Background: an optimization exercise with open tools, aiming at small area, a short achievable clock period and few clock cycles. Do not read the settings as production practice.
In this exercise RTL edits were held to simulation tests only and were not proved equivalent to the original.

Design pawd_crack, start of the top module:
module pawd_crack(
    input clk,
    input reset_n,
    input [0:127] password_hash,
    input [4:0] blocknum,
    input btn_pressed,
    output reg find,
    output [7:0] out0,
    output [7:0] out1,
    output [7:0] out2,
    output [7:0] out3,
    output [7:0] out4,
    output [7:0] out5,
    output [7:0] out6,
    output [7:0] out7
    );
make LEC_CHECK=0 ABC_CLOCK_PERIOD_IN_PS=3500 CAP_MARGIN=20 CORE_MARGIN=2 CORE_UTILIZATION=40 PLACE_DENSITY=0.6 SETUP_SLACK_MARGIN=5 SLEW_MARGIN=20 finish   # period 10.0 ns
run.sh (not shown) runs the stock make flow with config.mk's settings and CLKGATE_MAP_FILE= SYNTH_SCRIPT=/design/flow/synth_recipe.tcl, a recipe that flattens the netlist after the stock synthesis.
Testbench counts at the start, summed over its fixed seeds: cycles 213,774.
Rerun with:
Settings changed: ABC_AREA set to 1, ABC_CLOCK_PERIOD_IN_PS 3500 to not set.
Outcome:
- via count went up by 4.4%
- register-to-register slack is better by 0.20 ns
- wire length went up by about 4.5%
- clock-buffer cell count went up by 4

---

## v1
Another version of the RTL of pawd_crack (not shown whole).
For scale: roughly 360 flip-flops, roughly 200 I/O pins, roughly 0.023 mm2 of cells after synthesis.
export LEC_CHECK = 0
export ABC_AREA = 1
export CAP_MARGIN = 20
export CORE_MARGIN = 2
export CORE_UTILIZATION = 55
export PLACE_DENSITY = 0.7
export SLEW_MARGIN = 20
create_clock -name core_clock -period 10.0 [get_ports {clk}]
standard.sh (not shown) runs the stock make flow with config.mk's settings and CLKGATE_MAP_FILE= SYNTH_SCRIPT=/design/flow/synth_recipe.tcl, a recipe that flattens the netlist after the stock synthesis.
==> flow/flow/run.sh <==
#!/bin/bash
set -o pipefail
export BUFFER_PORTS_ARGS="-buffer_cell sky130_fd_sc_hd__buf_1"
export SETUP_SLACK_MARGIN=6.0
bash standard.sh > standard.log 2>&1
v1: done, clean on timing, DRC and antenna
Testbench counts of v1, summed over its fixed seeds: cycles 213,774.
The following lists how v8 was set up differently from v1:
==> flow/flow/run.sh <==
#!/bin/bash
set -o pipefail
export BUFFER_PORTS_ARGS="-buffer_cell sky130_fd_sc_hd__buf_1"
export SETUP_SLACK_MARGIN=6.2
bash standard.sh > standard.log 2>&1
Findings:
[compare] base=v1 new=v8: compound-gate portion of the synthesized area ~0 delta; post-route worst setup slack up 0.14 ns; final core utilization higher.
Input changes introduced in v2 (baseline for comparison: v8):
- PLACE_DENSITY: 0.7 -> 0.75
- CORE_UTILIZATION: 55 -> 60
==> flow/flow/run.sh <==
#!/bin/bash
set -o pipefail
export BUFFER_PORTS_ARGS="-buffer_cell sky130_fd_sc_hd__buf_1"
export SETUP_SLACK_MARGIN=6.45
bash standard.sh > standard.log 2>&1
### Flow results
- v2 vs v8, share of the core filled with cells went up by 11 points.
- Compared v2 vs v8, and number of standard-cell rows in the floorplan is down in v2.
- Compare v8 and v2 | routed wire length lower: v8
- Per the final summary, v8 finished and its layout is clean on timing, DRC and antenna.
- The flow did not stop early for v2: all stages ran, and the layout cleared the timing, DRC and antenna checks.
- Global router's overall resource usage was higher in v2 than in v8.
- Comparing v2 against v8, there is no change at all in fraction of synthesis flops using an asynchronous set or reset pin.
- Diff v8 -> v2: tap cell count shrank by about 4%, share of cell area taken by flip-flops and latches shrank by 2.0 points, cell total after placement shrank by 18, cell area grew by 7.9%.
The following lists how v48 was set up differently from v2:
- CORE_UTILIZATION changed from 60 to 40
- PLACE_DENSITY changed from 0.75 to 0.6
==> flow/flow/run.sh <==
#!/bin/bash
set -o pipefail
export BUFFER_PORTS_ARGS="-buffer_cell sky130_fd_sc_hd__buf_1"
export SETUP_SLACK_MARGIN=6.2
bash standard.sh > standard.log 2>&1
==> summary.txt <==
- The flow did not stop early for v48: all stages ran, and the layout cleared the timing, DRC and antenna checks.
- From v2 to v48 the numbers moved as follows: setup slack shrank by 0.025 ns; layout buffer count excluding clock buffers shrank by about 24%; post-layout instance count excluding filler cells grew by 4.1%.
- Fraction of met2 tracks used by global routing, v2 and v48: lower on v48
- Taking v2 as the reference point, the violation count after the first detailed-routing iteration of v48 falls by 37%.
- Against v2 as the reference, v48 delivers a higher area enclosed by the die boundary.
- Placement row count: v48 vs v2 up 16
- In the tables for v2 and v48, clock buffer count in the final layout reads lower with v2.
- Worst setup path startpoint = rb[5]$_DFF_P_: v2; worst setup path startpoint = rb[0]$_DFF_P_: v48

---

## run A
Another version of the RTL of pawd_crack (not shown whole).
For scale: about 3500 cells after synthesis.
clock: 10.0 ns
lec_check: 0
abc_area: 1
cap_margin: 20
core_margin: 2
core_utilization: 40
cts_buf_list: sky130_fd_sc_hd__clkbuf_4
place_density: 0.6
setup_slack_margin: 5
slew_margin: 20
run.sh (not shown) runs the stock make flow with config.mk's settings and CLKGATE_MAP_FILE= SYNTH_SCRIPT=/design/flow/synth_recipe.tcl, a recipe that flattens the netlist after the stock synthesis.
Stock flow here: none of the scripts above is used.
Testbench counts of run A, summed over its fixed seeds: cycles 213,774.
Relative to run A, the following input files were edited for run B:
Settings: CTS_BUF_LIST: sky130_fd_sc_hd__clkbuf_4 -> unset; SETUP_SLACK_MARGIN: 5 -> unset.
==> flow/flow/run.sh (new file) <==
#!/bin/bash
set -o pipefail
export BUFFER_PORTS_ARGS="-buffer_cell sky130_fd_sc_hd__buf_1"
export SETUP_SLACK_MARGIN=6.45
bash standard.sh > standard.log 2>&1
==> flow/standard.sh (new file) <==
#!/bin/bash
# synth_recipe.tcl (not shown) runs the flow's synth.tcl, then flattens the netlist and writes it again
# the make line also repeats each setting of config.mk as NAME=value (left out here)
make -C /OpenROAD-flow-scripts/flow DESIGN_CONFIG=/design/flow/config.mk WORK_HOME=/design/flow/orfs CLKGATE_MAP_FILE= SYNTH_SCRIPT=/design/flow/synth_recipe.tcl "${@:-finish}"
removed: flow/run.sh
Notes after the runs:
Every run (run A and run B) finished clean. From run A to run B the numbers moved as follows: global-route wire length before repair moved down, area of the multi-input gates has increased, average detailed-routed wire length per instance shrank by about 2.8%.
#### Input delta (run C over run B)
-- flow/flow/run.sh --
<<< run B, line 4
export SETUP_SLACK_MARGIN=6.45
>>> run C, line 4
export SETUP_SLACK_MARGIN=6.7
### Flow results
Relative to run B, first-pass GRT wire length increased by about 5.4% in run C.
Run C vs. run B: total of fill cells in the finished design decreased by 291 relative to the old numbers, wire length after detailed routing increased by 7600 µm relative to the old numbers.
Going from run B to run C, remaining max-slew budget at the tightest pin picked up an extra 4.1 points, routed length per instance rose 4.0%, design area picked up an extra 10%.
Edits applied to the flow inputs when going from run C to run D:
-- flow/flow/run.sh --
<<< run C, line 4
export SETUP_SLACK_MARGIN=6.7
>>> run D, line 4
export SETUP_SLACK_MARGIN=6.2
--- outcome ---
- Between run D and run C, it is run D whose summed area of non-filler cells in the final layout is lower, by 0.0047 mm².
- Delta (run D minus run C): area added between synthesis and finish fell by 19 points; clock-pin transition on the worst setup and hold timing paths rose by 0.02 ns.
- Taking run C as the reference, in run D global-route usage moved down, final routed wire length divided by cell count fell by 5.2%.
- Compared to run C, run D shows a narrower setup margin.
- From run C to run D the numbers moved as follows: relative slew slack has decreased; wire length down 9900 µm; sequential share of layout area grew by 3.7 points.
Input-level comparison between run E and run D:
Settings: SETUP_SLACK_MARGIN: unset -> 5.
-- flow/flow/run.sh --
<<< run D, line 4
export SETUP_SLACK_MARGIN=6.2
>>> run E, line 4
### Flow results
- Per the comparison of run E with run D, net count of the finished layout decreased by 38 relative to the old numbers; pin slew with the least headroom to its limit now sits higher; number of H-tree levels barely changed; multiplexer area fraction after synthesis was more or less identical; design area went down.
- Met2 wire length (higher): run D
- Comparing run E and run D, the lower hold slack was measured on run E.
Input changes introduced in run F (baseline for comparison: run E):
==> flow/run.sh (new file) <==
#!/bin/bash
# synth_recipe.tcl (not shown) runs the flow's synth.tcl, then flattens the netlist and writes it again
# the make line also repeats each setting of config.mk as NAME=value (left out here)
make -C /OpenROAD-flow-scripts/flow DESIGN_CONFIG=/design/flow/config.mk WORK_HOME=/design/flow/orfs CLKGATE_MAP_FILE= SYNTH_SCRIPT=/design/flow/synth_recipe.tcl finish
removed: flow/flow/run.sh
removed: flow/standard.sh
## What came out
- Compared with run E, in run F share of the final layout cell area in multi-input gates saw a decrease, met2 capacity usage during global routing saw an increase, number of multi-input logic gates saw little to no change.

---

pawd_crack, a different RTL version from the one above (not shown whole).
For scale: about 3,200 cells after synthesis, about 360 flip-flops, ~23,000 um^2 of cells after synthesis.
export LEC_CHECK = 0
export ABC_AREA = 1
export CAP_MARGIN = 20
export CORE_MARGIN = 2
export CORE_UTILIZATION = 40
export CTS_BUF_LIST = sky130_fd_sc_hd__clkbuf_8
export PLACE_DENSITY = 0.6
export SLEW_MARGIN = 20
create_clock -name core_clock -period 10.0 [get_ports {clk}]
standard.sh (not shown) runs the stock make flow with config.mk's settings and CLKGATE_MAP_FILE= SYNTH_SCRIPT=/design/flow/synth_recipe.tcl, a recipe that flattens the netlist after the stock synthesis.
==> flow/flow/run.sh <==
#!/bin/bash
set -o pipefail
export BUFFER_PORTS_ARGS="-buffer_cell sky130_fd_sc_hd__buf_1"
export SETUP_SLACK_MARGIN=6.2
bash standard.sh > standard.log 2>&1
The baseline finished with timing, DRC and antenna clean.
Testbench counts at the start, summed over its fixed seeds: cycles 213,774.
Change:
CTS_BUF_LIST = default   (was sky130_fd_sc_hd__clkbuf_8)
Outcome: Critical path depth falls by 2. Cell area rises by 0.70%. Non-clock buffer count rises by 8. Worst hold slack gains 0.0050 ns. Routed wire length stays flat. Worst setup slack gains 0.040 ns. Synthesized cell count does not change. Clock skew falls by 0.018 ns. Core utilization rises by 0.34 points.

==> static timing again, ports no longer ideal <==
No port has a modelled driver above. Below, the same layouts with a new extraction and two added sets of constraints. Step 1 sets driving cells, clkbuf_16 on the clock port and buf_2 on the other inputs (assumed; they add their load-dependent delay and slew). Step 2 moves the port delays by t, midway between the first and last clock arrival at a register: inputs arrive t later, outputs are due t later. That takes back most of the time a late clock gives input paths. Slacks: no drivers / after step 1 / after step 2; pairs: no drivers / after step 1.
run | t, ns | setup slack, ns | worst hold slack (ns) | worst data-port slew with drivers (ns)
the first run of note 1 | 0.642 | 5.322 / 5.322 / 5.322 | 0.394 / 0.394 / 0.394 | 0.09
the second run of note 1 | 0.640 | 5.522 / 5.522 / 5.522 | 0.395 / 0.395 / 0.395 | 0.09
v1 | 0.611 | 6.009 / 6.009 / 6.009 | 0.368 / 0.368 / 0.368 | 0.05
v8 | 0.610 | 6.152 / 6.152 / 6.152 | 0.368 / 0.368 / 0.368 | 0.06
v2 | 0.611 | 6.186 / 6.186 / 6.186 | 0.365 / 0.365 / 0.365 | 0.06
v48 | 0.617 | 6.161 / 6.161 / 6.161 | 0.376 / 0.376 / 0.376 | 0.06
run A | 0.930 | 5.401 / 5.401 / 5.401 | 0.321 / 0.321 / 0.321 | 0.06
run B | 0.643 | 6.449 / 6.449 / 6.449 | 0.364 / 0.364 / 0.364 | 0.04
run C | 0.646 | 6.559 / 6.559 / 6.559 | 0.357 / 0.357 / 0.357 | 0.04
run D | 0.637 | 6.211 / 6.211 / 6.211 | 0.368 / 0.368 / 0.368 | 0.04
run E | 0.639 | 5.475 / 5.475 / 5.475 | 0.363 / 0.363 / 0.363 | 0.04
run F | 0.656 | 5.494 / 5.494 / 5.494 | 0.344 / 0.344 / 0.344 | 0.06
the first run of note 4 | 0.701 | 6.225 / 6.225 / 6.225 | 0.362 / 0.362 / 0.362 | 0.06
the second run of note 4 | 0.641 | 6.265 / 6.265 / 6.265 | 0.367 / 0.367 / 0.367 | 0.05
After both steps setup and hold are still met in every run listed.
